What follows belongs to an exercise in optimizing a design on an open flow for small area and a short achievable clock period; a production flow would make more cautious choices. No functional check of the RTL was part of any run shown here. No activity file was given, so power comes from the tool's default toggle rates.

## design/flow/config.mk

```make
export PLATFORM = sky130hd
export DESIGN_NAME = mul_pipe
export DESIGN_NICKNAME = mul_pipe
export VERILOG_FILES = /design/flow/design.v
export SDC_FILE = /design/flow/constraint.sdc
export NUM_CORES = 4
export LEC_CHECK = 0
export CAP_MARGIN = 20
export CORE_MARGIN = 2
export CORE_UTILIZATION = 40
export SETUP_SLACK_MARGIN = 3.0
export SLEW_MARGIN = 20
```

## design/flow/constraint.sdc

```tcl
create_clock -name core_clock -period 5.0 [get_ports {clk_59}]
set_input_delay 1.0000 -clock core_clock [delete_from_list [all_inputs] [get_ports {clk_59}]]
set_output_delay 1.0000 -clock core_clock [all_outputs]
set_load 0.01 [all_outputs]
```

## design/flow/design.v

```verilog
module mul_pipe(
	input [15:0] numA59,
	input [15:0] numB59,
	input clk_59,
	input reset_59,
	output reg [15:0] Acc_result_59
);
wire z1 = (numA59 == 16'h0000) | (numB59 == 16'h0000);
wire s1 = numA59[15] ^ numB59[15];
wire [4:0] e1 = numA59[14:10] + numB59[14:10] + 5'd17;
wire [10:0] bb = {1'b1, numB59[9:0]};
wire [4:0] one1, two1, neg1;
genvar gi;
generate for (gi = 0; gi < 5; gi = gi + 1) begin : benc
	wire b0 = (gi == 0) ? 1'b0 : bb[2*gi-1];
	wire b1 = bb[2*gi];
	wire b2 = bb[2*gi+1];
	assign one1[gi] = b1 ^ b0;
	assign two1[gi] = (b2 & ~b1 & ~b0) | (~b2 & b1 & b0);
	assign neg1[gi] = b2 & ~(b1 & b0);
end endgenerate
reg z2, s2; reg [4:0] e2; reg [9:0] ma2; reg [4:0] one2, two2, neg2; reg b9_2;
always @(posedge clk_59) begin
	z2 <= z1; s2 <= s1; e2 <= e1; ma2 <= numA59[9:0];
	one2 <= one1; two2 <= two1; neg2 <= neg1; b9_2 <= numB59[9];
end
wire pp1 = ((one2[0] & ma2[0])) ^ neg2[0];
wire pp2 = ((one2[0] & ma2[1]) | (two2[0] & ma2[0])) ^ neg2[0];
wire pp3 = ((one2[0] & ma2[2]) | (two2[0] & ma2[1])) ^ neg2[0];
wire pp4 = ((one2[0] & ma2[3]) | (two2[0] & ma2[2])) ^ neg2[0];
wire pp5 = ((one2[0] & ma2[4]) | (two2[0] & ma2[3])) ^ neg2[0];
wire pp6 = ((one2[0] & ma2[5]) | (two2[0] & ma2[4])) ^ neg2[0];
wire pp7 = ((one2[0] & ma2[6]) | (two2[0] & ma2[5])) ^ neg2[0];
wire pp8 = ((one2[0] & ma2[7]) | (two2[0] & ma2[6])) ^ neg2[0];
wire pp9 = ((one2[0] & ma2[8]) | (two2[0] & ma2[7])) ^ neg2[0];
wire pp10 = ((one2[0] & ma2[9]) | (two2[0] & ma2[8])) ^ neg2[0];
wire pp11 = (one2[0] | (two2[0] & ma2[9])) ^ neg2[0];
wire pp12 = (two2[0]) ^ neg2[0];
wire pp13 = ((one2[1] & ma2[0])) ^ neg2[1];
wire pp14 = ((one2[1] & ma2[1]) | (two2[1] & ma2[0])) ^ neg2[1];
wire pp15 = ((one2[1] & ma2[2]) | (two2[1] & ma2[1])) ^ neg2[1];
wire pp16 = ((one2[1] & ma2[3]) | (two2[1] & ma2[2])) ^ neg2[1];
wire pp17 = ((one2[1] & ma2[4]) | (two2[1] & ma2[3])) ^ neg2[1];
wire pp18 = ((one2[1] & ma2[5]) | (two2[1] & ma2[4])) ^ neg2[1];
wire pp19 = ((one2[1] & ma2[6]) | (two2[1] & ma2[5])) ^ neg2[1];
wire pp20 = ((one2[1] & ma2[7]) | (two2[1] & ma2[6])) ^ neg2[1];
wire pp21 = ((one2[1] & ma2[8]) | (two2[1] & ma2[7])) ^ neg2[1];
wire pp22 = ((one2[1] & ma2[9]) | (two2[1] & ma2[8])) ^ neg2[1];
wire pp23 = (one2[1] | (two2[1] & ma2[9])) ^ neg2[1];
wire pp24 = (two2[1]) ^ neg2[1];
wire pp25 = ((one2[2] & ma2[0])) ^ neg2[2];
wire pp26 = ((one2[2] & ma2[1]) | (two2[2] & ma2[0])) ^ neg2[2];
wire pp27 = ((one2[2] & ma2[2]) | (two2[2] & ma2[1])) ^ neg2[2];
wire pp28 = ((one2[2] & ma2[3]) | (two2[2] & ma2[2])) ^ neg2[2];
wire pp29 = ((one2[2] & ma2[4]) | (two2[2] & ma2[3])) ^ neg2[2];
wire pp30 = ((one2[2] & ma2[5]) | (two2[2] & ma2[4])) ^ neg2[2];
wire pp31 = ((one2[2] & ma2[6]) | (two2[2] & ma2[5])) ^ neg2[2];
wire pp32 = ((one2[2] & ma2[7]) | (two2[2] & ma2[6])) ^ neg2[2];
wire pp33 = ((one2[2] & ma2[8]) | (two2[2] & ma2[7])) ^ neg2[2];
wire pp34 = ((one2[2] & ma2[9]) | (two2[2] & ma2[8])) ^ neg2[2];
wire pp35 = (one2[2] | (two2[2] & ma2[9])) ^ neg2[2];
wire pp36 = (two2[2]) ^ neg2[2];
wire pp37 = ((one2[3] & ma2[0])) ^ neg2[3];
wire pp38 = ((one2[3] & ma2[1]) | (two2[3] & ma2[0])) ^ neg2[3];
wire pp39 = ((one2[3] & ma2[2]) | (two2[3] & ma2[1])) ^ neg2[3];
wire pp40 = ((one2[3] & ma2[3]) | (two2[3] & ma2[2])) ^ neg2[3];
wire pp41 = ((one2[3] & ma2[4]) | (two2[3] & ma2[3])) ^ neg2[3];
wire pp42 = ((one2[3] & ma2[5]) | (two2[3] & ma2[4])) ^ neg2[3];
wire pp43 = ((one2[3] & ma2[6]) | (two2[3] & ma2[5])) ^ neg2[3];
wire pp44 = ((one2[3] & ma2[7]) | (two2[3] & ma2[6])) ^ neg2[3];
wire pp45 = ((one2[3] & ma2[8]) | (two2[3] & ma2[7])) ^ neg2[3];
wire pp46 = ((one2[3] & ma2[9]) | (two2[3] & ma2[8])) ^ neg2[3];
wire pp47 = (one2[3] | (two2[3] & ma2[9])) ^ neg2[3];
wire pp48 = (two2[3]) ^ neg2[3];
wire pp49 = ((one2[4] & ma2[0])) ^ neg2[4];
wire pp50 = ((one2[4] & ma2[1]) | (two2[4] & ma2[0])) ^ neg2[4];
wire pp51 = ((one2[4] & ma2[2]) | (two2[4] & ma2[1])) ^ neg2[4];
wire pp52 = ((one2[4] & ma2[3]) | (two2[4] & ma2[2])) ^ neg2[4];
wire pp53 = ((one2[4] & ma2[4]) | (two2[4] & ma2[3])) ^ neg2[4];
wire pp54 = ((one2[4] & ma2[5]) | (two2[4] & ma2[4])) ^ neg2[4];
wire pp55 = ((one2[4] & ma2[6]) | (two2[4] & ma2[5])) ^ neg2[4];
wire pp56 = ((one2[4] & ma2[7]) | (two2[4] & ma2[6])) ^ neg2[4];
wire pp57 = ((one2[4] & ma2[8]) | (two2[4] & ma2[7])) ^ neg2[4];
wire pp58 = ((one2[4] & ma2[9]) | (two2[4] & ma2[8])) ^ neg2[4];
wire pp59 = (one2[4] | (two2[4] & ma2[9])) ^ neg2[4];
wire pp60 = (two2[4]) ^ neg2[4];
wire nn61 = ~neg2[0];
wire nn62 = ~neg2[1];
wire nn63 = ~neg2[2];
wire nn64 = ~neg2[3];
wire nn65 = ~neg2[4];
wire pr66 = ~b9_2 & ma2[0];
wire pr67 = b9_2 ? ma2[0] : ma2[1];
wire pr68 = b9_2 ? ma2[1] : ma2[2];
wire pr69 = b9_2 ? ma2[2] : ma2[3];
wire pr70 = b9_2 ? ma2[3] : ma2[4];
wire pr71 = b9_2 ? ma2[4] : ma2[5];
wire pr72 = b9_2 ? ma2[5] : ma2[6];
wire pr73 = b9_2 ? ma2[6] : ma2[7];
wire pr74 = b9_2 ? ma2[7] : ma2[8];
wire pr75 = b9_2 ? ma2[8] : ma2[9];
wire pr76 = b9_2 ? ma2[9] : 1'b1;
wire pr77 = b9_2;
wire s78 = neg2[1] ^ pp3;
wire c79 = neg2[1] & pp3;
wire s80 = pp4 ^ pp14;
wire c81 = pp4 & pp14;
wire s82 = neg2[2] ^ pp5 ^ pp15;
wire c83 = (neg2[2] & pp5) | (neg2[2] & pp15) | (pp5 & pp15);
wire s84 = pp25 ^ c81;
wire c85 = pp25 & c81;
wire s86 = pp6 ^ pp16 ^ pp26;
wire c87 = (pp6 & pp16) | (pp6 & pp26) | (pp16 & pp26);
wire s88 = c83 ^ c85;
wire c89 = c83 & c85;
wire s90 = neg2[3] ^ pp7 ^ pp17;
wire c91 = (neg2[3] & pp7) | (neg2[3] & pp17) | (pp7 & pp17);
wire s92 = pp27 ^ pp37 ^ c87;
wire c93 = (pp27 & pp37) | (pp27 & c87) | (pp37 & c87);
wire s94 = s90 ^ c89;
wire c95 = s90 & c89;
wire s96 = pp8 ^ pp18 ^ pp28;
wire c97 = (pp8 & pp18) | (pp8 & pp28) | (pp18 & pp28);
wire s98 = pp38 ^ c91 ^ s96;
wire c99 = (pp38 & c91) | (pp38 & s96) | (c91 & s96);
wire s100 = neg2[4] ^ pp9 ^ pp19;
wire c101 = (neg2[4] & pp9) | (neg2[4] & pp19) | (pp9 & pp19);
wire s102 = pp29 ^ pp39 ^ pp49;
wire c103 = (pp29 & pp39) | (pp29 & pp49) | (pp39 & pp49);
wire s104 = c97 ^ s100 ^ s102;
wire c105 = (c97 & s100) | (c97 & s102) | (s100 & s102);
wire s106 = pp10 ^ pp20 ^ pp30;
wire c107 = (pp10 & pp20) | (pp10 & pp30) | (pp20 & pp30);
wire s108 = pp40 ^ pp50 ^ c101;
wire c109 = (pp40 & pp50) | (pp40 & c101) | (pp50 & c101);
wire s110 = c103 ^ s106;
wire c111 = c103 & s106;
wire s112 = pr66 ^ pp11 ^ pp21;
wire c113 = (pr66 & pp11) | (pr66 & pp21) | (pp11 & pp21);
wire s114 = pp31 ^ pp41 ^ pp51;
wire c115 = (pp31 & pp41) | (pp31 & pp51) | (pp41 & pp51);
wire s116 = c107 ^ s112 ^ s114;
wire c117 = (c107 & s112) | (c107 & s114) | (s112 & s114);
wire s118 = pr67 ^ pp12 ^ pp22;
wire c119 = (pr67 & pp12) | (pr67 & pp22) | (pp12 & pp22);
wire s120 = pp32 ^ pp42 ^ pp52;
wire c121 = (pp32 & pp42) | (pp32 & pp52) | (pp42 & pp52);
wire s122 = c113 ^ c115 ^ s118;
wire c123 = (c113 & c115) | (c113 & s118) | (c115 & s118);
wire s124 = neg2[0] ^ pr68 ^ pp23;
wire c125 = (neg2[0] & pr68) | (neg2[0] & pp23) | (pr68 & pp23);
wire s126 = pp33 ^ pp43 ^ pp53;
wire c127 = (pp33 & pp43) | (pp33 & pp53) | (pp43 & pp53);
wire s128 = c119 ^ c121 ^ s124;
wire c129 = (c119 & c121) | (c119 & s124) | (c121 & s124);
wire s130 = neg2[0] ^ pr69 ^ pp24;
wire c131 = (neg2[0] & pr69) | (neg2[0] & pp24) | (pr69 & pp24);
wire s132 = pp34 ^ pp44 ^ pp54;
wire c133 = (pp34 & pp44) | (pp34 & pp54) | (pp44 & pp54);
wire s134 = c125 ^ c127 ^ s130;
wire c135 = (c125 & c127) | (c125 & s130) | (c127 & s130);
wire s136 = nn61 ^ nn62 ^ pr70;
wire c137 = (nn61 & nn62) | (nn61 & pr70) | (nn62 & pr70);
wire s138 = pp35 ^ pp45 ^ pp55;
wire c139 = (pp35 & pp45) | (pp35 & pp55) | (pp45 & pp55);
wire s140 = s136 ^ c131 ^ c133;
wire c141 = (s136 & c131) | (s136 & c133) | (c131 & c133);
wire s142 = ~(pr71 ^ pp36);
wire c143 = pr71 | pp36;
wire s144 = pp46 ^ pp56 ^ c137;
wire c145 = (pp46 & pp56) | (pp46 & c137) | (pp56 & c137);
wire s146 = s142 ^ c139;
wire c147 = s142 & c139;
wire s148 = s144 ^ s146;
wire c149 = s144 & s146;
wire s150 = nn63 ^ pr72 ^ pp47;
wire c151 = (nn63 & pr72) | (nn63 & pp47) | (pr72 & pp47);
wire s152 = pp57 ^ c143 ^ s150;
wire c153 = (pp57 & c143) | (pp57 & s150) | (c143 & s150);
wire s154 = c145 ^ c147;
wire c155 = c145 & c147;
wire s156 = ~(pr73 ^ pp48);
wire c157 = pr73 | pp48;
wire s158 = pp58 ^ s156 ^ c151;
wire c159 = (pp58 & s156) | (pp58 & c151) | (s156 & c151);
wire s160 = nn64 ^ pr74 ^ pp59;
wire c161 = (nn64 & pr74) | (nn64 & pp59) | (pr74 & pp59);
wire s162 = c157 ^ s160;
wire c163 = c157 & s160;
wire s164 = ~(pr75 ^ pp60);
wire c165 = pr75 | pp60;
wire s166 = s164 ^ c161;
wire c167 = s164 & c161;
wire s168 = nn65 ^ pr76 ^ c165;
wire c169 = (nn65 & pr76) | (nn65 & c165) | (pr76 & c165);
wire s170 = ~pr77;
wire [5:0] lowsum = {1'b0, s82, c79, pp13, pp2, pp1} + {1'b0, s84, s80, s78, 1'b0, neg2[0]};
reg [43:0] t3; reg z3, s3; reg [4:0] e3;
always @(posedge clk_59) begin
	z3 <= z2; s3 <= s2; e3 <= e2;
	t3 <= {s170, c169, s168, c167, s166, c163, s162, c159, c155, c153, s158, s154, c149, s152, s148, c141, s140, c135, s138, s134, c129, s132, s128, c123, s126, s122, c117, s120, s116, c109, c111, c105, s108, s110, s104, c99, s98, c95, c93, s94, s92, lowsum[5], s88, s86};
end
wire s171 = t3[0] ^ t3[1];
wire c172 = t3[0] & t3[1];
wire s173 = t3[3] ^ t3[4];
wire c174 = t3[3] & t3[4];
wire s175 = t3[5] ^ t3[6] ^ t3[7];
wire c176 = (t3[5] & t3[6]) | (t3[5] & t3[7]) | (t3[6] & t3[7]);
wire s177 = t3[8] ^ t3[9];
wire c178 = t3[8] & t3[9];
wire s179 = t3[10] ^ t3[11] ^ t3[12];
wire c180 = (t3[10] & t3[11]) | (t3[10] & t3[12]) | (t3[11] & t3[12]);
wire s181 = t3[13] ^ t3[14] ^ t3[15];
wire c182 = (t3[13] & t3[14]) | (t3[13] & t3[15]) | (t3[14] & t3[15]);
wire s183 = t3[16] ^ t3[17] ^ t3[18];
wire c184 = (t3[16] & t3[17]) | (t3[16] & t3[18]) | (t3[17] & t3[18]);
wire s185 = t3[19] ^ t3[20] ^ t3[21];
wire c186 = (t3[19] & t3[20]) | (t3[19] & t3[21]) | (t3[20] & t3[21]);
wire s187 = t3[22] ^ t3[23] ^ t3[24];
wire c188 = (t3[22] & t3[23]) | (t3[22] & t3[24]) | (t3[23] & t3[24]);
wire s189 = t3[25] ^ t3[26] ^ t3[27];
wire c190 = (t3[25] & t3[26]) | (t3[25] & t3[27]) | (t3[26] & t3[27]);
wire s191 = t3[28] ^ t3[29];
wire c192 = t3[28] & t3[29];
wire s193 = t3[30] ^ t3[31] ^ t3[32];
wire c194 = (t3[30] & t3[31]) | (t3[30] & t3[32]) | (t3[31] & t3[32]);
wire s195 = t3[33] ^ t3[34] ^ t3[35];
wire c196 = (t3[33] & t3[34]) | (t3[33] & t3[35]) | (t3[34] & t3[35]);
wire s197 = t3[36] ^ t3[37];
wire c198 = t3[36] & t3[37];
wire s199 = t3[38] ^ t3[39];
wire c200 = t3[38] & t3[39];
wire s201 = t3[40] ^ t3[41];
wire c202 = t3[40] & t3[41];
wire s203 = t3[42] ^ t3[43];
wire c204 = t3[42] & t3[43];
wire [14:5] sl3 = {1'b0, c186, c184, c182, c180, c178, c176, c174, c172, t3[2]} + {1'b0, s187, s185, s183, s181, s179, s177, s175, s173, s171};
reg [13:10] pl4; reg cs4; reg [21:14] xh4, yh4; reg z4, s4; reg [4:0] e4;
always @(posedge clk_59) begin
	z4 <= z3; s4 <= s3; e4 <= e3; pl4 <= sl3[13:10]; cs4 <= sl3[14];
	xh4 <= {c202, c200, c198, c196, c194, c192, c190, c188}; yh4 <= {s203, s201, s199, s197, s195, s193, s191, s189};
end
wire [21:14] ph4 = xh4 + yh4 + cs4;
wire [21:10] q4 = {ph4, pl4};
wire [9:0] m4 = q4[21] ? q4[20:11] : q4[19:10];
wire [4:0] e4p = e4 + 5'd1;
wire [4:0] x4 = q4[21] ? e4p : e4;
always @(posedge clk_59) begin
	Acc_result_59 <= z4 ? 16'h0000 : {s4, x4, m4};
end
endmodule
```

## design/flow/run.sh

```bash
#!/bin/bash
# synth_recipe.tcl (not shown) runs the flow's synth.tcl, then flattens the netlist and writes it again
# the make line also repeats each setting of config.mk as NAME=value (left out here)
make -C /OpenROAD-flow-scripts/flow DESIGN_CONFIG=/design/flow/config.mk WORK_HOME=/design/flow/orfs CLKGATE_MAP_FILE= SYNTH_SCRIPT=/design/flow/synth_recipe.tcl finish
```

==> impl_results.md, run 1 <==
- Clock tree from TritonCTS: done
- Arrival @ worst endpoint: 2.48 ns
- Worst relative slew slack: 44.5%
- Starting density of the core: 40.6%
- Share of synthesized area occupied by flip-flops and latches: 40.2%
- Synth unique cells: 44
- Clock slew seen by the registers of the worst setup and hold paths: 0.06 ns
- Flop2flop setup slack: 2.88 ns
- Worst vdd rail ir drop: 0.278 mV
- Post-Layout Cell Count: 860
- Gpl congestion: 0.877
- Clock latency at the later pin of the worst-skew pair: 0.42 ns
- Data required time of the critical path: 5.36 ns
- Cells traversed along the worst timing path: fa_2 > inv_1 > fa_1 > nor2b_1 > o31a_1 > or4_1 > a41oi_2 > mux2_4
- Met1 Resource Use GR: 20.5%
- Main synth FF type: sky130_fd_sc_hd__dfxtp_1
- Pins Over Slew Limit: 0
- GRT Overall Usage: 15.4%
- Crit Reg-Reg Endpoint: Acc_result_59[9]$_SDFF_PP0_
- Area taken by flip-flops and latches: 0.00264 mm²
- Worst min path class: flip-flop to flip-flop
- Number of placed I/O pins: 50
- Worst hold slack after final layout: 0.323 ns
- Area occupied by multi-input gates: 0.00367 mm²
- Async set-reset flop share out of synthesis: 0%
- Xor/xnor share of the synthesized area: 9.89%
- Number of placement rows: 46
- Via count: 4000
- Number of CTS-inserted buffers: 17
- Launch point of the worst path: yh4[14]$_DFF_P_
- Number of port buffers: 48
- Fraction of layout cells with a size suffix above 1: 21.3%
- Power density normalized to cell area: 608 mW/mm²
- Status: no timing/DRC/antenna violations
- Fin nets: 759
- Number of inserted diodes: 0
- Synthesized-area fraction occupied by adder cells: 23.6%
- Final HPWL DP: 8530 µm
- DRC violation count after routing: 0
- Final count of hold timing violations: 0
- Cell area after synthesis: 0.00638 mm²
- Placeable core region: 0.0157 mm²
- Kind of launch point of the worst setup path: flip-flop
- Period utilisation layout: 42.4%
- Worst Hold Launch: e3[0]$_DFF_P_
- Post-synth EDFFs: 0
- Destination of the critical timing path: Acc_result_59[9]$_SDFF_PP0_
- Worst clock skew on the final layout: 0.0115 ns
- Routing usage on met3: 3.65%
- Clock sinks: 128
- Setup repair after global routing missed its margin: yes
- Post-synthesis share of cell area spent on and, or, nand and nor gates: 7.34%
- Sum of negative setup slack: 0 ns
- Pin count of the biggest net entering global routing: 27
- Number of nets still failing antenna checks after routing: 0
- Largest delay share family, worst path: adder cells
- Crit end category: flip-flop
- Wire length of the first global-routing pass: 19900 µm
- Leakage power total: 3.44 nW
- Maximum buffer depth of the clock tree: 2
- Post-synth net total: 693
- Dominant combinational cell family by area after synthesis: adder cells
- Multiplexer share of the synthesized area: 4.73%
- Most numerous cell in the Yosys netlist: sky130_fd_sc_hd__dfxtp_1
- Setup-violating endpoint count in the final report: 0
- Max-Cap Viols: 0
- Library cell occupying the most area in the post-synthesis netlist: sky130_fd_sc_hd__dfxtp_1
- List of most frequent post-synthesis cells: sky130_fd_sc_hd__dfxtp_1, sky130_fd_sc_hd__xnor2_1, sky130_fd_sc_hd__ha_1
- Mean instance size in the synthesized netlist: 11.3 µm²
- Total number of yosys warnings: 1
- Antenna violations before repair: 0
- Top cells by area, synth: sky130_fd_sc_hd__dfxtp_1, sky130_fd_sc_hd__fa_1, sky130_fd_sc_hd__ha_1
- # H-tree levels: 4
- FF+latch count, synth: 128
- Buffer type at the clock tree root: sky130_fd_sc_hd__clkbuf_16
- Biggest fanout along the worst timing path: 3
- Iteration-0 DRC Markers: 205
- Share of the synthesized area in the top cell type: 40.2%
- Average wire length per cell after detail routing: 13.8 µm
- Met2 usage in global routing: 23.2%
- Number of buffers and inverters on the critical path: 1
- Time the worst path needs with I/O delays and setup: 2.12 ns
- CP Class: flip-flop to flip-flop
- Vias/cell: 4.65
- Largest stage delay on the critical path: 0.43 ns
- Slew at the pin closest to its max-slew limit: 0.832 ns
- Overflow left after global routing: 0
- Worst r2r src: yh4[14]$_DFF_P_
- Chip height: 130 µm
- Reg2reg path depth: 8
- Number of cells produced by synthesis: 565
- Synthesized-area fraction occupied by ao, oa, aoi and oai cells: 9.38%
- Vias in the first global route: 4115
- WP depth: 8
- Max stage delay cell, worst path: sky130_fd_sc_hd__or4_1
- Total die area: 0.0170 mm²
- Placed Cells incl. Taps: 799
- Syn-to-layout area delta: 27.3%
- Max Clock Freq: 471 MHz
- Die W: 130 µm
- CTS hold repair buffers: 0
- First-pass iteration count of the detailed router: 6
- Filler cell count: 1343
- Drt total wl: 11900 µm
- Busiest layer in global routing: met2
==> placed cells by master (no fill, tap or decap), types with 17 or more instances in the layout <==
| master | count |
|---|---|
| sky130_fd_sc_hd__clkdlybuf4s50_1 | 26 |
| sky130_fd_sc_hd__a22oi_1 | 41 |
| sky130_fd_sc_hd__fa_1 | 42 |
| sky130_fd_sc_hd__ha_1 | 44 |
| sky130_fd_sc_hd__dfxtp_1 | 100 |
| sky130_fd_sc_hd__buf_4 | 21 |
| sky130_fd_sc_hd__inv_1 | 43 |
| sky130_fd_sc_hd__clkbuf_16 | 17 |
| sky130_fd_sc_hd__xnor2_1 | 55 |
==> kinds of logic (layout without fill, tap and decap cells) <==
family	after synthesis	in the layout
multiplexers	27	27
buffers and inverters	78	157
flip-flops	128	128
XOR/XNOR	69	69
adder cells (fa/ha/maj)	94	94
AND/OR/NAND/NOR	86	86
AO/OA/AOI/OAI	83	83
==> per-stage QoR <==
stage	utilization, %	cell area, µm²	setup slack (ns)	total power, W
floorplan	-	6430	2.95	0.00296
global route	51.7	8120	2.80	0.00534
global placement	44.8	7050	2.39	0.00336
detailed placement	44.8	7050	2.40	0.00340
finish	51.7	8120	2.88	0.00494
CTS	50.4	7920	2.86	0.00494
==> state kept, by name, indices dropped and copies added, names as in the netlist, 4 cells and up <==
| register | count |
|---|---|
| e3 | 5 |
| one2 | 5 |
| e4 | 5 |
| yh4 | 8 |
| Acc_result_59 | 16 |
| pl4 | 4 |
| two2 | 5 |
| t3 | 44 |
| ma2 | 10 |
| neg2 | 5 |
| e2 | 5 |
| xh4 | 8 |
==> repair_timing <==
| action | in CTS | in global routing |
|---|---|---|
| resized for setup | 73 | 36 |
| endpoints found under the setup margin | 69 | 45 |
| pin swaps | 11 | 12 |
| buffers inserted | 13 | 16 |
| cloned | 0 | 0 |
==> report_power, final <==
group / total, W / switching, W / leakage [nW] / internal, W
registers: 0.00155 / 0.000164 / 1.08 / 0.00138
logic: 0.00212 / 0.000945 / 2.06 / 0.00117
clock network: 0.00127 / 0.000474 / 0.298 / 0.000799
==> worst reg2reg max path, cell delays in order, from the launching register on <==
cell and delay, ns:
sky130_fd_sc_hd__dfxtp_2 0.32, sky130_fd_sc_hd__fa_2 0.41, sky130_fd_sc_hd__inv_1 0.08, sky130_fd_sc_hd__fa_1 0.18, sky130_fd_sc_hd__nor2b_1 0.07, sky130_fd_sc_hd__o31a_1 0.27
sky130_fd_sc_hd__or4_1 0.43, sky130_fd_sc_hd__a41oi_2 0.15, sky130_fd_sc_hd__mux2_4 0.16
==> metal layers <==
metal	vias up	part of all wire (%)
li1	2047	-
met1	1850	48
met2	86	46
met3	17	3.6
met4	0	1.9
met5	-	0
==> worst min-delay path by stage <==
stage	slack, ns	to	cells after the start
3_3_place_gp	0.31	z4$_DFF_P_	0
4_1_cts	0.33	e4[0]$_DFF_P_	0
2_1_floorplan	0.31	e3[0]$_DFF_P_	0
5_1_grt	0.33	e4[0]$_DFF_P_	0
3_5_place_dp	0.31	z3$_DFF_P_	0
6_report	0.32	e4[0]$_DFF_P_	0
==> final cells by class <==
class | count | share of cell area (%)
Clock buffer | 17 | 5.24
Clock inverter | 15 | 2.40
Inverter | 48 | 2.31
Multi-Input combinational cell | 359 | 45.2
Sequential cell | 128 | 32.5
Tap cell | 216 | 3.33
Timing Repair Buffer | 77 | 9.09
==> inputs of run 2 (changes only) <==
--- a/design/flow/design.v
+++ b/design/flow/design.v
@@ -235,12 +235,16 @@
 wire s203 = t3[42] ^ t3[43];
 wire c204 = t3[42] & t3[43];
 wire [14:5] sl3 = {1'b0, c186, c184, c182, c180, c178, c176, c174, c172, t3[2]} + {1'b0, s187, s185, s183, s181, s179, s177, s175, s173, s171};
-reg [13:10] pl4; reg cs4; reg [21:14] xh4, yh4; reg z4, s4; reg [4:0] e4;
+wire [21:14] xh3 = {c202, c200, c198, c196, c194, c192, c190, c188};
+wire [21:14] yh3 = {s203, s201, s199, s197, s195, s193, s191, s189};
+wire [21:14] h0 = xh3 + yh3;
+wire [21:14] h1 = xh3 + yh3 + 1'b1;
+reg [13:10] pl4; reg cs4; reg [21:14] h04, h14; reg z4, s4; reg [4:0] e4;
 always @(posedge clk_59) begin
 	z4 <= z3; s4 <= s3; e4 <= e3; pl4 <= sl3[13:10]; cs4 <= sl3[14];
-	xh4 <= {c202, c200, c198, c196, c194, c192, c190, c188}; yh4 <= {s203, s201, s199, s197, s195, s193, s191, s189};
-end
-wire [21:14] ph4 = xh4 + yh4 + cs4;
+	h04 <= h0; h14 <= h1;
+end
+wire [21:14] ph4 = cs4 ? h14 : h04;
 wire [21:10] q4 = {ph4, pl4};
 wire [9:0] m4 = q4[21] ? q4[20:11] : q4[19:10];
 wire [4:0] e4p = e4 + 5'd1;
--- a/design/flow/config.mk
+++ b/design/flow/config.mk
@@ -7,6 +7,9 @@
 export LEC_CHECK = 0
 export CAP_MARGIN = 20
 export CORE_MARGIN = 2
-export CORE_UTILIZATION = 40
+export CORE_UTILIZATION = 60
+export CTS_BUF_LIST = sky130_fd_sc_hd__clkbuf_4 sky130_fd_sc_hd__clkbuf_8
+export CTS_CLUSTER_DIAMETER = 60
+export CTS_CLUSTER_SIZE = 30
 export SETUP_SLACK_MARGIN = 3.0
 export SLEW_MARGIN = 20
==> run 2 against run 1 <==
Non-clock buffer count shrank 2. Final cell count fell by 10%. Clock skew is 0.0014 ns lower.
==> impl_results.md, run 2 <==
- Sum of negative setup slack: 0 ns (unchanged)
- Slew at the pin closest to its max-slew limit: 0.682 ns (-0.149 ns)
- Synth unique cells: 41 (-6.8%)
- Kind of launch point of the worst setup path: flip-flop
- Vias in the first global route: 4245 (+3.2%)
- Share of synthesized area occupied by flip-flops and latches: 40.2% (+0.055 points)
- Cell repeated most along the worst path: sky130_fd_sc_hd__fa_2
- Maximum buffer depth of the clock tree: 2 (unchanged)
- Fraction of layout cells with a size suffix above 1: 24.1% (+2.9 points)
- Mean instance size in the synthesized netlist: 11.3 µm² (+0.40%)
- Gpl congestion: 0.913 (+4.1%)
- Worst r2r src: t3[26]$_DFF_P_
- Largest stage delay on the critical path: 0.45 ns (+0.02 ns)
- Setup repair after global routing missed its margin: yes
- Chip height: 107 µm (-18%)
- Total number of yosys warnings: 1 (unchanged)
- Worst clock skew on the final layout: 0.0102 ns (-0.00137 ns)
- Crit end category: flip-flop
- CP Class: flip-flop to flip-flop
- Async set-reset flop share out of synthesis: 0% (unchanged)
- Antenna violations before repair: 0 (unchanged)
- Most numerous cell in the Yosys netlist: sky130_fd_sc_hd__dfxtp_1
- Number of placement rows: 37 (-20%)
- Post-synth EDFFs: 0 (unchanged)
- Largest delay share family, worst path: adder cells
- FF+latch count, synth: 128 (unchanged)
- Number of nets still failing antenna checks after routing: 0 (unchanged)
- CTS hold repair buffers: 0 (unchanged)
- List of most frequent post-synthesis cells: sky130_fd_sc_hd__dfxtp_1, sky130_fd_sc_hd__xnor2_1, sky130_fd_sc_hd__ha_1
- Crit Reg-Reg Endpoint: h14[21]$_DFF_P_
- Filler cell count: 674 (-50%)
- Buffer type at the clock tree root: sky130_fd_sc_hd__clkbuf_8
- Number of CTS-inserted buffers: 17 (unchanged)
- Wire length of the first global-routing pass: 19600 µm (-2.0%)
- End point of the most critical hold path: e3[4]$_DFF_P_
- Die W: 107 µm (-18%)
- Number of inserted diodes: 0 (unchanged)
- Final count of hold timing violations: 0 (unchanged)
- Min-Delay Path Depth: 0 (unchanged)
- Commonest non-fill, non-tap cell in the layout: sky130_fd_sc_hd__dfxtp_1
- Pin count of the biggest net entering global routing: 17 (-37%)
- Iteration-0 DRC Markers: 209 (+2.0%)
- Fin nets: 754 (-0.66%)
- Worst Hold Launch: e2[4]$_DFF_P_
- Biggest fanout along the worst timing path: 3 (unchanged)
- Synthesized-area fraction occupied by ao, oa, aoi and oai cells: 11.3% (+1.9 points)
- Clock latency at the later pin of the worst-skew pair: 0.43 ns (about the same)
- Clock tree from TritonCTS: done
- Synthesized-area fraction occupied by adder cells: 23.7% (+0.11 points)
- Xor/xnor share of the synthesized area: 11.1% (+1.2 points)
- Dominant combinational cell family by area after synthesis: adder cells
- Starting density of the core: 61.7% (+21 points)
- Via count: 4257 (+6.4%)
- DRC violation count after routing: 0 (unchanged)
- Average wire length per cell after detail routing: 15.9 µm (+15%)
- Worst relative slew slack: 54.4% (+10 points)
- Library cell occupying the most area in the post-synthesis netlist: sky130_fd_sc_hd__dfxtp_1
- Drt total wl: 12300 µm (+3.9%)
- GRT Overall Usage: 22.2% (+6.8 points)
- Power density normalized to cell area: 718 mW/mm² (+18%)
- Status: no timing/DRC/antenna violations
- Clock sinks: 128 (unchanged)
- Period utilisation layout: 50.5% (+8.0 points)
- Vias/cell: 5.50 (+18%)
- Overflow left after global routing: 0 (unchanged)
- Most flop-heavy register: t3
- Placeable core region: 0.0103 mm² (-34%)
- Time the worst path needs with I/O delays and setup: 2.52 ns (+0.402 ns)
- Flop2flop setup slack: 2.48 ns (-0.40 ns)
- Cell area after synthesis: 0.00637 mm² (-0.14%)
- Max-Cap Viols: 0 (unchanged)
- Placement Cell Area: 0.00695 mm² (-1.3%)
- Registers with the most flip-flops: t3 (44), Acc_result_59 (16), ma2 (10)
- Total die area: 0.0115 mm² (-33%)
- Number of port buffers: 48 (unchanged)
- Flip-flop count of the largest register after layout: 44 (unchanged)
- Data required time of the critical path: 5.32 ns (-0.04 ns)
- Number of cells produced by synthesis: 562 (-0.53%)
- Max stage delay cell, worst path: sky130_fd_sc_hd__fa_2
- Worst min path class: flip-flop to flip-flop
- Post-synth net total: 691 (-0.29%)
- Final HPWL DP: 8640 µm (+1.2%)
- Setup-violating endpoint count in the final report: 0 (unchanged)
- Leakage power total: 3.31 nW (-3.9%)
- Worst vdd rail ir drop: 0.420 mV (+51%)
- Reg2reg path depth: 8 (unchanged)
- Commonest non-fill, non-tap cells in the layout: sky130_fd_sc_hd__dfxtp_1, sky130_fd_sc_hd__xnor2_1, sky130_fd_sc_hd__a22oi_1
- Post-synthesis share of cell area spent on and, or, nand and nor gates: 6.03% (-1.3 points)
- Syn-to-layout area delta: 23.0%
- Max Clock Freq: 396 MHz (-16%)
- Arrival @ worst endpoint: 2.84 ns (+0.36 ns)
- Top cells by area, synth: sky130_fd_sc_hd__dfxtp_1, sky130_fd_sc_hd__fa_1, sky130_fd_sc_hd__ha_1
- # H-tree levels: 4 (unchanged)
- First-pass iteration count of the detailed router: 7 (+1)
- Finished layout cell area: 0.00783 mm² (-3.5%)
- Pins Over Slew Limit: 0 (unchanged)
- Multiplexer share of the synthesized area: 3.56% (-1.2 points)
- Clock slew seen by the registers of the worst setup and hold paths: 0.08 ns (+0.02 ns)
- Number of placed I/O pins: 50 (unchanged)
- Share of the synthesized area in the top cell type: 40.2% (+0.055 points)
- Number of buffers and inverters on the critical path: 0 (-1)
- Cells traversed along the worst timing path: fa_2 > ha_4 > fa_2 > a211o_1 > a2111oi_4 > nand3b_4 > nand4_1 > xnor2_1
- Main synth FF type: sky130_fd_sc_hd__dfxtp_1
run 2: metrics by stage:
stage / setup WS, ns / hold slack, ns / std cells / util (%) / power (W)
floorplan: 2.54 / 0.310 / 562 / - / 0.00332
global placement: 2.44 / 0.310 / 715 / 67.3 / 0.00379
detailed placement: 2.41 / 0.313 / 715 / 67.3 / 0.00391
CTS: 2.50 / 0.332 / 751 / 73.3 / 0.00519
global route: 2.41 / 0.337 / 774 / 75.9 / 0.00600
finish: 2.48 / 0.328 / 774 / 75.9 / 0.00562
run 2: cell families (layout without fill, tap and decap cells):
logic type / count (synthesis) / in the layout
AO/OA/AOI/OAI: 99 / 99
XOR/XNOR: 80 / 80
adder cells (fa/ha/maj): 95 / 95
buffers and inverters: 67 / 143
flip-flops: 128 / 128
multiplexers: 22 / 22
AND/OR/NAND/NOR: 71 / 71
run 2: cell type report:
class	count	area, µm²	area share, %
clock buffer	21	289	3.69
clock inverter	11	153	1.95
inverter	36	135	1.73
multi-input combinational	367	3830	48.9
sequential	128	2630	33.6
tap	136	170	2.17
timing repair buffer	75	623	7.96
run 2: routing by layer:
layer	up-vias	track usage (%)	part of all wire, %
met2	135	36.9	49
li1	2055	-	-
met3	18	5.35	5.5
met4	0	9.65	1.7
met1	2049	27.7	43
met5	-	0	0
run 2: power by group:
| part | internal [W] | switching (W) |
|---|---|---|
| Sequential | 0.00142 | 0.000207 |
| Clock | 0.000549 | 0.000398 |
| Combinational | 0.00154 | 0.00151 |
run 2: what timing repair did:
item                                    4_1_cts  5_1_grt
setup buffers                                 4       23
pin swaps                                     6       21
gates resized for setup                      97       48
endpoints found under the setup margin       61       39
hold endpoints to repair                      0        0
run 2: worst max-delay path by stage:
stage / startpoint / endpoint / cells after the start
2_1_floorplan: t3[25]$_DFF_P_ / h14[21]$_DFF_P_ / 8
3_3_place_gp: numA59[12] / e2[4]$_DFF_P_ / 6
3_5_place_dp: numA59[12] / e2[4]$_DFF_P_ / 6
4_1_cts: t3[25]$_DFF_P_ / h14[21]$_DFF_P_ / 8
5_1_grt: t3[25]$_DFF_P_ / h14[21]$_DFF_P_ / 8
6_report: t3[26]$_DFF_P_ / h14[21]$_DFF_P_ / 8
==> inputs of run 3 (changes only) <==
--- a/design/flow/design.v
+++ b/design/flow/design.v
@@ -234,17 +234,18 @@
 wire c202 = t3[40] & t3[41];
 wire s203 = t3[42] ^ t3[43];
 wire c204 = t3[42] & t3[43];
-wire [14:5] sl3 = {1'b0, c186, c184, c182, c180, c178, c176, c174, c172, t3[2]} + {1'b0, s187, s185, s183, s181, s179, s177, s175, s173, s171};
-wire [21:14] xh3 = {c202, c200, c198, c196, c194, c192, c190, c188};
-wire [21:14] yh3 = {s203, s201, s199, s197, s195, s193, s191, s189};
-wire [21:14] h0 = xh3 + yh3;
-wire [21:14] h1 = xh3 + yh3 + 1'b1;
-reg [13:10] pl4; reg cs4; reg [21:14] h04, h14; reg z4, s4; reg [4:0] e4;
-always @(posedge clk_59) begin
-	z4 <= z3; s4 <= s3; e4 <= e3; pl4 <= sl3[13:10]; cs4 <= sl3[14];
+wire [16:5] sl3 = {1'b0, c190, c188, c186, c184, c182, c180, c178, c176, c174, c172, t3[2]} + {1'b0, s191, s189, s187, s185, s183, s181, s179, s177, s175, s173, s171};
+wire [21:16] xh3 = {c202, c200, c198, c196, c194, c192};
+wire [21:16] yh3 = {s203, s201, s199, s197, s195, s193};
+wire [21:16] h0 = xh3 + yh3;
+wire [6:0] h1c = {xh3, 1'b1} + {yh3, 1'b1};
+wire [21:16] h1 = h1c[6:1];
+reg [15:10] pl4; reg cs4; reg [21:16] h04, h14; reg z4, s4; reg [4:0] e4;
+always @(posedge clk_59) begin
+	z4 <= z3; s4 <= s3; e4 <= e3; pl4 <= sl3[15:10]; cs4 <= sl3[16];
 	h04 <= h0; h14 <= h1;
 end
-wire [21:14] ph4 = cs4 ? h14 : h04;
+wire [21:16] ph4 = cs4 ? h14 : h04;
 wire [21:10] q4 = {ph4, pl4};
 wire [9:0] m4 = q4[21] ? q4[20:11] : q4[19:10];
 wire [4:0] e4p = e4 + 5'd1;
==> run 3 against run 2 <==
Still clean on timing, DRC and antenna. Flip-flop and latch count fell by 2. Combinational power fell by 7.2%. Routed wire length rose by 6.6%. Sequential power fell by 3%. Critical endpoint is now cs4$_DFF_P_. Largest cell class unchanged. Largest power group unchanged.
==> impl_results.md, run 3 <==
- Filler cell count: 718 (+6.5%)
- Starting density of the core: 61.8% (+0.16 points)
- Clock slew seen by the registers of the worst setup and hold paths: 0.08 ns (about the same)
- Area occupied by multi-input gates: 0.00377 mm² (-1.5%)
- List of most frequent post-synthesis cells: sky130_fd_sc_hd__dfxtp_1, sky130_fd_sc_hd__xnor2_1, sky130_fd_sc_hd__ha_1
- Clock latency at the later pin of the worst-skew pair: 0.44 ns (about the same)
- Buffer type at the clock tree root: sky130_fd_sc_hd__clkbuf_8
- FF+latch count, synth: 126 (-1.6%)
- Kind of launch point of the worst setup path: flip-flop
- Pins Over Slew Limit: 0 (unchanged)
- Net Sw Frac: 38.7% (+1.1 points)
- Finished layout cell area: 0.00777 mm² (-0.78%)
- Worst min path class: flip-flop to flip-flop
- Data required time of the critical path: 5.33 ns (about the same)
- Number of cells produced by synthesis: 582 (+3.6%)
- Core occupancy in the finished layout: 75.3% (-0.59 points)
- Synth unique cells: 39 (-4.9%)
- Power density normalized to cell area: 691 mW/mm² (-3.8%)
- Max Clock Freq: 476 MHz (+20%)
- Most numerous cell in the Yosys netlist: sky130_fd_sc_hd__dfxtp_1
- Average wire length per cell after detail routing: 16.6 µm (+4.1%)
- Share of the synthesized area in the top cell type: 39.5% (-0.73 points)
- Worst relative slew slack: 54.0% (-0.45 points)
- Post-synth net total: 712 (+3.0%)
- Worst clock skew on the final layout: 0.00839 ns (-0.00178 ns)
- Async set-reset flop share out of synthesis: 0% (unchanged)
- Number of buffers and inverters on the critical path: 0 (unchanged)
- Share of synthesized area occupied by flip-flops and latches: 39.5% (-0.73 points)
- Combinational group share of total power: 52.8% (-1.4 points)
- Area taken by flip-flops and latches: 0.00260 mm² (-1.2%)
- Max-Cap Viols: 0 (unchanged)
- Antenna violations before repair: 0 (unchanged)
- Commonest non-fill, non-tap cell in the layout: sky130_fd_sc_hd__dfxtp_1
- Clock sinks: 126 (-1.6%)
- Setup repair after global routing missed its margin: yes
- Period utilisation layout: 42.1% (-8.4 points)
- Time the worst path needs with I/O delays and setup: 2.10 ns (-0.421 ns)
- CP Class: flip-flop to flip-flop
- Sum of negative setup slack: 0 ns (unchanged)
- Wire length of the first global-routing pass: 21200 µm (+8.4%)
- Registers with the most flip-flops: t3 (44), Acc_result_59 (16), ma2 (10)
- Max stage delay cell, worst path: sky130_fd_sc_hd__fa_1
- Library cell occupying the most area in the post-synthesis netlist: sky130_fd_sc_hd__dfxtp_1
- Via count: 4483 (+5.3%)
- Chip height: 107 µm (+0.12%)
- DRC violation count after routing: 0 (unchanged)
- Final count of hold timing violations: 0 (unchanged)
- Placeable core region: 0.0103 mm² (unchanged)
- Net Switching: 0.00208 W (-1.7%)
- Largest delay share family, worst path: compound AO/OA/AOI/OAI gates
- Arrival @ worst endpoint: 2.44 ns (-0.40 ns)
- Pin count of the biggest net entering global routing: 17 (unchanged)
- Drt total wl: 13100 µm (+6.6%)
- Vias/cell: 5.66 (+2.9%)
- Largest stage delay on the critical path: 0.57 ns (+0.12 ns)
- Fin nets: 773 (+2.5%)
- GRT Overall Usage: 24.2% (+2.0 points)
- Overall power of the completed layout: 0.00537 W (-4.5%)
- Clock tree from TritonCTS: done
- Die W: 107 µm (+0.12%)
- Int Pwr: 0.00329 W (-6.2%)
- Total die area: 0.0115 mm² (+0.24%)
- Crit end category: flip-flop
- First-pass iteration count of the detailed router: 5 (-2)
- Maximum buffer depth of the clock tree: 2 (unchanged)
- Status: no timing/DRC/antenna violations
- Commonest non-fill, non-tap cells in the layout: sky130_fd_sc_hd__dfxtp_1, sky130_fd_sc_hd__xnor2_1, sky130_fd_sc_hd__a22oi_1
- Setup-violating endpoint count in the final report: 0 (unchanged)
- Post-synth EDFFs: 0 (unchanged)
- Vias in the first global route: 4543 (+7.0%)
- Cell repeated most along the worst path: sky130_fd_sc_hd__a21o_1
- Leakage power total: 3.29 nW (-0.39%)
- Number of placed I/O pins: 50 (unchanged)
- Cell area after synthesis: 0.00638 mm² (+0.26%)
- # H-tree levels: 4 (unchanged)
- Final HPWL DP: 9150 µm (+5.9%)
- Clock network fraction of total power: 17.8% (+1.0 points)
- Mean instance size in the synthesized netlist: 11.0 µm² (-3.2%)
- Biggest fanout along the worst timing path: 4 (+1)
- Main synth FF type: sky130_fd_sc_hd__dfxtp_1
- Iteration-0 DRC Markers: 303 (+45%)
- Gpl congestion: 0.916 (+0.33%)
- Cells traversed along the worst timing path: fa_1 > ha_4 > a21o_1 > a21o_1 > o211a_1 > a211o_1
- Relative contribution of sequential cells to total power: 29.5% (+0.6 points)
- Number of placement rows: 37 (unchanged)
- Worst vdd rail ir drop: 0.464 mV (+11%)
- Overflow left after global routing: 0 (unchanged)
- Most flop-heavy register: t3
- Syn-to-layout area delta: 21.7%
- Fraction of layout cells with a size suffix above 1: 23.6% (-0.51 points)
- Top cells by area, synth: sky130_fd_sc_hd__dfxtp_1, sky130_fd_sc_hd__fa_1, sky130_fd_sc_hd__ha_1
- Total number of yosys warnings: 1 (unchanged)
- Slew at the pin closest to its max-slew limit: 0.689 ns (+0.00671 ns)
- Number of CTS-inserted buffers: 17 (unchanged)
- Flip-flop count of the largest register after layout: 44 (unchanged)
- Number of nets still failing antenna checks after routing: 0 (unchanged)
- Placement Cell Area: 0.00695 mm² (about the same)
- Number of inserted diodes: 0 (unchanged)
- Number of port buffers: 48 (unchanged)
==> run 3: final cells by class <==
class / count / share of cell area (%)
multi-input combinational: 377 / 48.6
sequential: 126 / 33.5
timing repair buffer: 74 / 7.82
clock buffer: 17 / 3.01
clock inverter: 15 / 2.59
tap: 136 / 2.19
inverter: 47 / 2.37
==> run 3: power by group through the flow <==
stage / clock [W] / combinational [W] / sequential, W
after floorplan: 0 / 0.00175 / 0.00155
after global placement: 0 / 0.00217 / 0.00160
after detailed placement: 0 / 0.00228 / 0.00161
after CTS: 0.000973 / 0.00246 / 0.00159
after global routing: 0.00102 / 0.00314 / 0.00162
final: 0.000953 / 0.00283 / 0.00158
==> run 3: routing by layer <==
layer	GRT usage, %	vias to the layer above	routed length (µm)
met5	0	-	0
met4	12.3	0	347
met3	5.96	37	737
met2	40.1	173	6500
met1	29.2	2174	5560
li1	-	2099	-
==> run 3: logic make-up (layout without fill, tap and decap cells) <==
| family | after synthesis | in the layout | share of synthesized area, % |
|---|---|---|---|
| compound gates | 105 | 105 | 11.2 |
| xor+xnor | 79 | 79 | 10.8 |
| fa+ha+maj | 96 | 96 | 24.0 |
| buf+inv | 79 | 153 | 5.02 |
| flops | 126 | 126 | 39.5 |
| mux | 18 | 18 | 3.00 |
| simple gates | 79 | 79 | 6.41 |
==> run 3: final timing paths <==
kind | start | end | slack, ns | cells after the start
min | e2[4]$_DFF_P_ | e3[4]$_DFF_P_ | 0.33 | 0
max | t3[12]$_DFF_P_ | cs4$_DFF_P_ | 2.90 | 6
max reg2reg | t3[12]$_DFF_P_ | cs4$_DFF_P_ | 2.90 | 6
min reg2reg | e2[4]$_DFF_P_ | e3[4]$_DFF_P_ | 0.33 | 0
==> run 3: timing repair <==
item | CTS | global route
pin swaps | 7 | 16
setup endpoints to repair | 58 | 42
resized for setup | 98 | 58
hold buffers | 0 | 0
buffers inserted | 4 | 22
==> run 3: through the flow <==
| stage | worst slack (ns) | cells | hold slack [ns] |
|---|---|---|---|
| floorplan | 3.00 | 582 | 0.310 |
| finish | 2.90 | 792 | 0.330 |
| global route | 2.83 | 792 | 0.333 |
| CTS | 2.90 | 770 | 0.328 |
| global placement | 2.44 | 734 | 0.310 |
| detailed placement | 2.40 | 734 | 0.312 |
==> inputs of run 4 (changes only) <==
--- a/design/flow/design.v
+++ b/design/flow/design.v
@@ -238,8 +238,7 @@
 wire [21:16] xh3 = {c202, c200, c198, c196, c194, c192};
 wire [21:16] yh3 = {s203, s201, s199, s197, s195, s193};
 wire [21:16] h0 = xh3 + yh3;
-wire [6:0] h1c = {xh3, 1'b1} + {yh3, 1'b1};
-wire [21:16] h1 = h1c[6:1];
+wire [21:16] h1 = xh3 + yh3 + 1'b1;
 reg [15:10] pl4; reg cs4; reg [21:16] h04, h14; reg z4, s4; reg [4:0] e4;
 always @(posedge clk_59) begin
 	z4 <= z3; s4 <= s3; e4 <= e3; pl4 <= sl3[15:10]; cs4 <= sl3[16];
==> design/flow/config.mk (replaced) <==
export PLATFORM = sky130hd
export DESIGN_NAME = mul_pipe
export DESIGN_NICKNAME = mul_pipe
export VERILOG_FILES = /design/flow/design.v
export SDC_FILE = /design/flow/constraint.sdc
export NUM_CORES = 4
export LEC_CHECK = 0
export CAP_MARGIN = 20
export CORE_MARGIN = 2
export CORE_UTILIZATION = 40
export CTS_BUF_LIST = sky130_fd_sc_hd__clkbuf_8
export SETUP_SLACK_MARGIN = 3.0
export SLEW_MARGIN = 20
==> run 4 against run 3 <==
First-iteration DRC count decreased by 52%. Sequential share of layout area increased by 0.94 points. Critical endpoint is now h14[21]$_DFF_P_. Routed wire length decreased by 8.4%. Flip-flop and latch count unchanged. Largest power group unchanged. Still clean. Power decreased by 11%. Clock-buffer cell count unchanged.
==> impl_results.md, run 4 <==
- Main synth FF type: sky130_fd_sc_hd__dfxtp_1
- Flip-flop count of the largest register after layout: 44 (unchanged)
- Library cell occupying the most area in the post-synthesis netlist: sky130_fd_sc_hd__dfxtp_1
- Clock tree from TritonCTS: done
- Time the worst path needs with I/O delays and setup: 2.31 ns (+0.205 ns)
- Sum of negative setup slack: 0 ns (unchanged)
- Biggest fanout along the worst timing path: 3 (-1)
- Fin nets: 742 (-4.0%)
- Worst min path class: flip-flop to flip-flop
- Drt total wl: 12000 µm (-8.4%)
- Worst clock skew on the final layout: 0.00868 ns (+0.000290 ns)
- Power density normalized to cell area: 628 mW/mm² (-9.1%)
- Registers with the most flip-flops: t3 (44), Acc_result_59 (16), ma2 (10)
- Vias/cell: 4.77 (-16%)
- Largest stage delay on the critical path: 0.54 ns (-0.03 ns)
- Number of placement rows: 45 (+22%)
- Status: no timing/DRC/antenna violations
- Buffer type at the clock tree root: sky130_fd_sc_hd__clkbuf_8
- Async set-reset flop share out of synthesis: 0% (unchanged)
- GRT Overall Usage: 15.9% (-8.3 points)
- Commonest non-fill, non-tap cell in the layout: sky130_fd_sc_hd__dfxtp_1
- Overall power of the completed layout: 0.00476 W (-11%)
- Chip height: 129 µm (+20%)
- Period utilisation layout: 46.2% (+4.1 points)
- Number of port buffers: 48 (unchanged)
- Vias in the first global route: 4203 (-7.5%)
- Maximum buffer depth of the clock tree: 2 (unchanged)
- Max stage delay cell, worst path: sky130_fd_sc_hd__fa_1
- Post-synth net total: 690 (-3.1%)
- Data required time of the critical path: 5.34 ns (about the same)
- First-pass iteration count of the detailed router: 4 (-1)
- Clock slew seen by the registers of the worst setup and hold paths: 0.08 ns (about the same)
- Pin count of the biggest net entering global routing: 17 (unchanged)
- DRC violation count after routing: 0 (unchanged)
- Synth unique cells: 36 (-7.7%)
- Final count of hold timing violations: 0 (unchanged)
- Most numerous cell in the Yosys netlist: sky130_fd_sc_hd__dfxtp_1
- Number of nets still failing antenna checks after routing: 0 (unchanged)
- Share of synthesized area occupied by flip-flops and latches: 40.4% (+0.84 points)
- Slew at the pin closest to its max-slew limit: 0.751 ns (+0.0621 ns)
- Share of the synthesized area in the top cell type: 40.4% (+0.84 points)
- CP Class: flip-flop to flip-flop
- Overflow left after global routing: 0 (unchanged)
- Placeable core region: 0.0153 mm² (+48%)
- Worst vdd rail ir drop: 0.264 mV (-43%)
- Fraction of layout cells with a size suffix above 1: 21.9% (-1.7 points)
- CTS hold repair buffers: 0 (unchanged)
- Setup-violating endpoint count in the final report: 0 (unchanged)
- Max Clock Freq: 433 MHz (-8.9%)
- Cell area after synthesis: 0.00625 mm² (-2.1%)
- Number of CTS-inserted buffers: 17 (unchanged)
- Setup repair after global routing missed its margin: yes
- Arrival @ worst endpoint: 2.65 ns (+0.21 ns)
- Gpl congestion: 0.858 (-6.3%)
- Clock sinks: 126 (unchanged)
- Wire length of the first global-routing pass: 20300 µm (-4.2%)
- Leakage power total: 3.16 nW (-4.2%)
- Worst relative slew slack: 48.5% (-5.5 points)
- Number of placed I/O pins: 50 (unchanged)
- Number of cells produced by synthesis: 561 (-3.6%)
- Cells traversed along the worst timing path: fa_1 > ha_2 > inv_2 > fa_2 > nor2b_1 > o21a_1 > nor3_2 > nand4bb_1 > xnor2_1
- Kind of launch point of the worst setup path: flip-flop
- Post-synth EDFFs: 0 (unchanged)
- Worst-case setup slack after placement: 2.41 ns (+0.00594 ns)
- Total number of yosys warnings: 1 (unchanged)
- Total die area: 0.0166 mm² (+45%)
- Clock latency at the later pin of the worst-skew pair: 0.45 ns (about the same)
- FF+latch count, synth: 126 (unchanged)
- Iteration-0 DRC Markers: 146 (-52%)
- Top cells by area, synth: sky130_fd_sc_hd__dfxtp_1, sky130_fd_sc_hd__fa_1, sky130_fd_sc_hd__ha_1
- Starting density of the core: 41.0% (-21 points)
- List of most frequent post-synthesis cells: sky130_fd_sc_hd__dfxtp_1, sky130_fd_sc_hd__xnor2_1, sky130_fd_sc_hd__ha_1
- # H-tree levels: 4 (unchanged)
- Syn-to-layout area delta: 21.3%
- Worst hold slack after final layout: 0.327 ns (-0.00311 ns)
- Most flop-heavy register: t3
- Average wire length per cell after detail routing: 14.4 µm (-13%)
- Mean instance size in the synthesized netlist: 11.1 µm² (+1.6%)
- Antenna violations before repair: 0 (unchanged)
- Via count: 3988 (-11%)
- Pins Over Slew Limit: 0 (unchanged)
- Crit end category: flip-flop
- Number of inserted diodes: 0 (unchanged)
- Final HPWL DP: 8870 µm (-3.0%)
- Commonest non-fill, non-tap cells in the layout: sky130_fd_sc_hd__dfxtp_1, sky130_fd_sc_hd__xnor2_1, sky130_fd_sc_hd__ha_1
- Smallest setup slack after layout: 2.69 ns (-0.205 ns)
- Max-Cap Viols: 0 (unchanged)
- Die W: 129 µm (+20%)
==> run 4: cells by family after synthesis <==
logic type / synth area share [%]
buffers and inverters: 4.56
AND/OR/NAND/NOR: 6.02
XOR/XNOR: 11.5
multiplexers: 2.82
adder cells (fa/ha/maj): 24.2
flip-flops: 40.4
AO/OA/AOI/OAI: 10.6
==> run 4: worst paths after layout <==
path | startpoint | depth (start not counted) | slack, ns | end
max | t3[30]$_DFF_P_ | 9 | 2.69 | h14[21]$_DFF_P_
min | e2[1]$_DFF_P_ | 0 | 0.33 | e3[1]$_DFF_P_
max reg2reg | t3[30]$_DFF_P_ | 9 | 2.69 | h14[21]$_DFF_P_
min reg2reg | e2[1]$_DFF_P_ | 0 | 0.33 | e3[1]$_DFF_P_
==> run 4: layout make-up <==
| cell class | instances | area [µm²] |
|---|---|---|
| timing repair buffer | 62 | 510 |
| clock buffer | 17 | 234 |
| inverter | 45 | 171 |
| tap | 211 | 264 |
| fill | 1424 | 7680 |
| multi-input combinational | 361 | 3660 |
| clock inverter | 14 | 136 |
| sequential | 126 | 2610 |
==> run 4: critical path: cells and delay by family, from the launching register on <==
family | cells | cell delay [ns]
buf+inv | 1 | 0.04
fa+ha+maj | 3 | 1.12
xor+xnor | 1 | 0.15
flops | 1 | 0.33
compound gates | 1 | 0.18
simple gates | 3 | 0.39
==> run 4: metrics by stage <==
stage,cells,util (%),cell area [µm²]
after floorplan,561,-,6300
after detailed placement,791,45.4,6920
after CTS,826,48.5,7400
after global placement,791,45.4,6920
final,836,49.7,7580
after global routing,836,49.7,7580
==> run 4: what timing repair did <==
item	in CTS	in global routing
endpoints found under the setup margin	58	27
pin swaps	19	18
setup buffers	4	10
resized for setup	116	32
==> run 4: power by group <==
group,total (W),switching [W],internal [W]
clock,0.000818,0.000421,0.000397
combinational,0.00236,0.00115,0.00120
sequential,0.00158,0.000194,0.00139
total,0.00476,0.00177,0.00299
==> run 4: layer usage <==
metal	vias up	part of all wire, %	global-route usage, %
met4	0	2.2	6.65
met2	83	47	25.3
met3	18	3.9	4.50
met1	1891	47	20.4
li1	1996	-	-
met5	-	0	0
==> inputs of run 5 (changes only) <==
--- a/design/flow/design.v
+++ b/design/flow/design.v
@@ -237,14 +237,40 @@
 wire [16:5] sl3 = {1'b0, c190, c188, c186, c184, c182, c180, c178, c176, c174, c172, t3[2]} + {1'b0, s191, s189, s187, s185, s183, s181, s179, s177, s175, s173, s171};
 wire [21:16] xh3 = {c202, c200, c198, c196, c194, c192};
 wire [21:16] yh3 = {s203, s201, s199, s197, s195, s193};
-wire [21:16] h0 = xh3 + yh3;
-wire [21:16] h1 = xh3 + yh3 + 1'b1;
-reg [15:10] pl4; reg cs4; reg [21:16] h04, h14; reg z4, s4; reg [4:0] e4;
+reg [15:10] pl4; reg cs4; reg [21:16] g4, p4; reg z4, s4; reg [4:0] e4;
 always @(posedge clk_59) begin
 	z4 <= z3; s4 <= s3; e4 <= e3; pl4 <= sl3[15:10]; cs4 <= sl3[16];
-	h04 <= h0; h14 <= h1;
-end
-wire [21:16] ph4 = cs4 ? h14 : h04;
+	g4 <= xh3 & yh3; p4 <= xh3 ^ yh3;
+end
+wire kg0_1 = g4[17] | (p4[17] & g4[16]);
+wire kp0_1 = p4[17] & p4[16];
+wire kg0_2 = g4[18] | (p4[18] & g4[17]);
+wire kp0_2 = p4[18] & p4[17];
+wire kg0_3 = g4[19] | (p4[19] & g4[18]);
+wire kp0_3 = p4[19] & p4[18];
+wire kg0_4 = g4[20] | (p4[20] & g4[19]);
+wire kp0_4 = p4[20] & p4[19];
+wire kg0_5 = g4[21] | (p4[21] & g4[20]);
+wire kp0_5 = p4[21] & p4[20];
+wire kg1_2 = kg0_2 | (kp0_2 & g4[16]);
+wire kp1_2 = kp0_2 & p4[16];
+wire kg1_3 = kg0_3 | (kp0_3 & kg0_1);
+wire kp1_3 = kp0_3 & kp0_1;
+wire kg1_4 = kg0_4 | (kp0_4 & kg0_2);
+wire kp1_4 = kp0_4 & kp0_2;
+wire kg1_5 = kg0_5 | (kp0_5 & kg0_3);
+wire kp1_5 = kp0_5 & kp0_3;
+wire kg2_4 = kg1_4 | (kp1_4 & g4[16]);
+wire kp2_4 = kp1_4 & p4[16];
+wire kg2_5 = kg1_5 | (kp1_5 & kg0_1);
+wire kp2_5 = kp1_5 & kp0_1;
+wire hc0 = g4[16] | (p4[16] & cs4);
+wire hc1 = kg0_1 | (kp0_1 & cs4);
+wire hc2 = kg1_2 | (kp1_2 & cs4);
+wire hc3 = kg1_3 | (kp1_3 & cs4);
+wire hc4 = kg2_4 | (kp2_4 & cs4);
+wire hc5 = kg2_5 | (kp2_5 & cs4);
+wire [21:16] ph4 = {p4[21] ^ hc4, p4[20] ^ hc3, p4[19] ^ hc2, p4[18] ^ hc1, p4[17] ^ hc0, p4[16] ^ cs4};
 wire [21:10] q4 = {ph4, pl4};
 wire [9:0] m4 = q4[21] ? q4[20:11] : q4[19:10];
 wire [4:0] e4p = e4 + 5'd1;
==> design/flow/flow/run.sh (new file) <==
#!/bin/bash
# Standard ORFS layout, with plain buffers (instead of the default delay-style
# buffer) on the input and output ports.
set -euo pipefail
export BUFFER_PORTS_ARGS="-buffer_cell sky130_fd_sc_hd__buf_1"
bash standard.sh synth > synth.log 2>&1
bash standard.sh > layout.log 2>&1
==> design/flow/standard.sh (new file) <==
#!/bin/bash
# synth_recipe.tcl (not shown) runs the flow's synth.tcl, then flattens the netlist and writes it again
# the make line also repeats each setting of config.mk as NAME=value (left out here)
make -C /OpenROAD-flow-scripts/flow DESIGN_CONFIG=/design/flow/config.mk WORK_HOME=/design/flow/orfs CLKGATE_MAP_FILE= SYNTH_SCRIPT=/design/flow/synth_recipe.tcl "${@:-finish}"
--- a/design/flow/config.mk
+++ b/design/flow/config.mk
@@ -7,7 +7,9 @@
 export LEC_CHECK = 0
 export CAP_MARGIN = 20
 export CORE_MARGIN = 2
-export CORE_UTILIZATION = 40
-export CTS_BUF_LIST = sky130_fd_sc_hd__clkbuf_8
+export CORE_UTILIZATION = 60
+export CTS_BUF_LIST = sky130_fd_sc_hd__clkbuf_4 sky130_fd_sc_hd__clkbuf_8
+export CTS_CLUSTER_DIAMETER = 60
+export CTS_CLUSTER_SIZE = 30
 export SETUP_SLACK_MARGIN = 3.0
 export SLEW_MARGIN = 20
removed: design/flow/run.sh
==> run 5 against run 4 <==
Register-to-register slack improved by 0.095 ns. Via count increased by 3.6%. Core utilization increased by 22 points. Non-clock buffer count increased by 9. Critical path type unchanged.
==> impl_results.md, run 5 <==
- Status: no timing/DRC/antenna violations
- Overflow left after global routing: 0 (unchanged)
- Async set-reset flop share out of synthesis: 0% (unchanged)
- Final HPWL DP: 8730 µm (-1.6%)
- Most flop-heavy register: t3
- Worst vdd rail ir drop: 0.402 mV (+52%)
- Clock slew seen by the registers of the worst setup and hold paths: 0.08 ns (about the same)
- Maximum buffer depth of the clock tree: 2 (unchanged)
- Max-Cap Viols: 0 (unchanged)
- Cells traversed along the worst timing path: fa_1 > ha_4 > a211oi_4 > nor2_1 > a311o_1 > a211oi_2 > xnor2_1
- Number of placement rows: 37 (-18%)
- Area taken by flip-flops and latches: 0.00257 mm² (-1.3%)
- First-pass iteration count of the detailed router: 5 (+1)
- Filler cell count: 762 (-46%)
- Mean instance size in the synthesized netlist: 11.4 µm² (+1.9%)
- Main synth FF type: sky130_fd_sc_hd__dfxtp_1
- Vias/cell: 5.41 (+13%)
- GRT Overall Usage: 23.0% (+7.1 points)
- Largest stage delay on the critical path: 0.58 ns (+0.04 ns)
- Number of inserted diodes: 0 (unchanged)
- # H-tree levels: 4 (unchanged)
- Slew at the pin closest to its max-slew limit: 0.651 ns (-0.100 ns)
- Finished layout cell area: 0.00733 mm² (-3.3%)
- Clock sinks: 125 (-0.79%)
- Number of port buffers: 48 (unchanged)
- Kind of launch point of the worst setup path: flip-flop
- Die W: 106 µm (-18%)
- Wire length of the first global-routing pass: 19900 µm (-1.8%)
- Antenna violations before repair: 0 (unchanged)
- Commonest non-fill, non-tap cell in the layout: sky130_fd_sc_hd__dfxtp_1
- Average wire length per cell after detail routing: 16.1 µm (+12%)
- Buffer type at the clock tree root: sky130_fd_sc_hd__clkbuf_8
- Total number of yosys warnings: 1 (unchanged)
- Pin count of the biggest net entering global routing: 25 (+8)
- Sum of negative setup slack: 0 ns (unchanged)
- Fin nets: 743 (+0.13%)
- Syn-to-layout area delta: 16.5%
- CTS hold repair buffers: 0 (unchanged)
- Largest delay share family, worst path: adder cells
- Max stage delay cell, worst path: sky130_fd_sc_hd__fa_1
- DRC violation count after routing: 0 (unchanged)
- Max Clock Freq: 452 MHz (+4.3%)
- Worst min path class: flip-flop to flip-flop
- Worst relative slew slack: 56.5% (+8.0 points)
- Chip height: 106 µm (-18%)
- Iteration-0 DRC Markers: 179 (+23%)
- Share of synthesized area occupied by flip-flops and latches: 39.8% (-0.58 points)
- Clock latency at the later pin of the worst-skew pair: 0.44 ns (about the same)
- CP Class: flip-flop to flip-flop
- Synth unique cells: 43 (+19%)
- Final count of hold timing violations: 0 (unchanged)
- Number of buffers and inverters on the critical path: 0 (-1)
- Flip-flop count of the largest register after layout: 44 (unchanged)
- Number of cells produced by synthesis: 554 (-1.2%)
- Post-synth EDFFs: 0 (unchanged)
- Fraction of layout cells with a size suffix above 1: 18.9% (-3.0 points)
- Worst hold slack after final layout: 0.327 ns (-0.000236 ns)
- Total die area: 0.0113 mm² (-32%)
- Placeable core region: 0.0102 mm² (-33%)
- Time the worst path needs with I/O delays and setup: 2.21 ns (-0.0954 ns)
- Setup-violating endpoint count in the final report: 0 (unchanged)
- FF+latch count, synth: 125 (-0.79%)
- Vias in the first global route: 4039 (-3.9%)
- Area occupied by multi-input gates: 0.00365 mm² (-0.17%)
- Data required time of the critical path: 5.36 ns (+0.02 ns)
- Number of nets still failing antenna checks after routing: 0 (unchanged)
- Power density normalized to cell area: 612 mW/mm² (-2.4%)
- Crit end category: flip-flop
- Setup repair after global routing missed its margin: yes
- Via count: 4131 (+3.6%)
- Most numerous cell in the Yosys netlist: sky130_fd_sc_hd__dfxtp_1
[run 5: layout make-up]
cell class / count / area share, %
multi-input cells: 363 / 49.8
flip-flops and latches: 125 / 35.1
well taps: 136 / 2.32
repair buffers: 71 / 4.97
inverters: 37 / 2.00
clock buffers: 18 / 3.38
clock inverters: 14 / 2.44
[run 5: stage by stage]
stage	utilization [%]	worst slack, ns	cells	power, W
floorplan	-	2.86	554	0.00292
global placement	64.1	2.53	709	0.00327
detailed placement	64.1	2.54	709	0.00332
CTS	69.6	2.74	745	0.00445
global route	71.7	2.68	764	0.00485
finish	71.7	2.79	764	0.00449
[run 5: layer usage]
layer | GRT usage [%] | vias up | wire length (µm)
met5 | 0 | - | 0
met4 | 7.52 | 0 | 153
met3 | 5.09 | 17 | 720
met2 | 38.6 | 145 | 5950
met1 | 29.5 | 1965 | 5450
li1 | - | 2004 | -
[run 5: cell families (layout without fill, tap and decap cells)]
family	after synthesis	after routing	share of synthesized area, %
simple gates	84	84	7.18
buf+inv	66	140	4.26
mux	27	27	4.69
xor+xnor	72	72	10.1
fa+ha+maj	94	94	23.7
compound gates	86	86	10.3
flops	125	125	39.8
[run 5: repair_timing]
action,4_1_cts,5_1_grt
gates resized for setup,34,24
setup buffers,4,19
hold endpoints to repair,0,0
endpoints found under the setup margin,47,17
pin swaps,2,14
[run 5: worst paths after layout]
kind,from,to,slack [ns],depth (start not counted)
setup / recovery,t3[10]$_DFF_P_,pl4[15]$_DFF_P_,2.79,7
hold / removal,z3$_DFF_P_,z4$_DFF_P_,0.33,0
setup reg to reg,t3[10]$_DFF_P_,pl4[15]$_DFF_P_,2.79,7
hold reg to reg,z3$_DFF_P_,z4$_DFF_P_,0.33,0
[run 5: power breakdown]
group          internal, W  total (W)  switching (W)
clock             0.000515   0.000944       0.000428
combinational      0.00102    0.00199       0.000966
sequential         0.00135    0.00156       0.000208
total              0.00289    0.00449        0.00160

-- re-timing with driven ports --
In the flow no input, the clock included, has a driving cell. The finished layouts below were timed again as built, in two steps.
Step 1 sets driving cells, clkbuf_16 on the clock port and buf_2 on the other inputs (assumed; they add their load-dependent delay and slew).
Step 2 moves the port delays by t, midway between the first and last clock arrival at a register: inputs arrive t later, outputs are due t later. That takes back most of the time a late clock gives input paths.
a / b / c = ideal ports / drivers / drivers and shift; a / b = the first two.
run | t (ns) | setup slack, ns | worst setup path after step 2 | clock arrival spread, ns | slew at the worst register clock pin (ns)
run 1 | 0.451 | 2.878 / 2.878 / 2.583 | input to register | 0.011 / 0.011 | 0.06 / 0.06
run 2 | 0.465 | 2.476 / 2.476 / 2.476 | register to register | 0.011 / 0.011 | 0.08 / 0.08
run 3 | 0.469 | 2.897 / 2.897 / 2.632 | input to register | 0.009 / 0.009 | 0.08 / 0.08
run 4 | 0.480 | 2.692 / 2.692 / 2.558 | input to register | 0.008 / 0.009 | 0.08 / 0.08
run 5 | 0.468 | 2.787 / 2.787 / 2.731 | input to register | 0.011 / 0.011 | 0.08 / 0.08
After both steps every run listed still meets setup and hold. The setup slack of run 1, which loses most, moves by 0.000 ns with the drivers and by -0.295 ns with both steps.
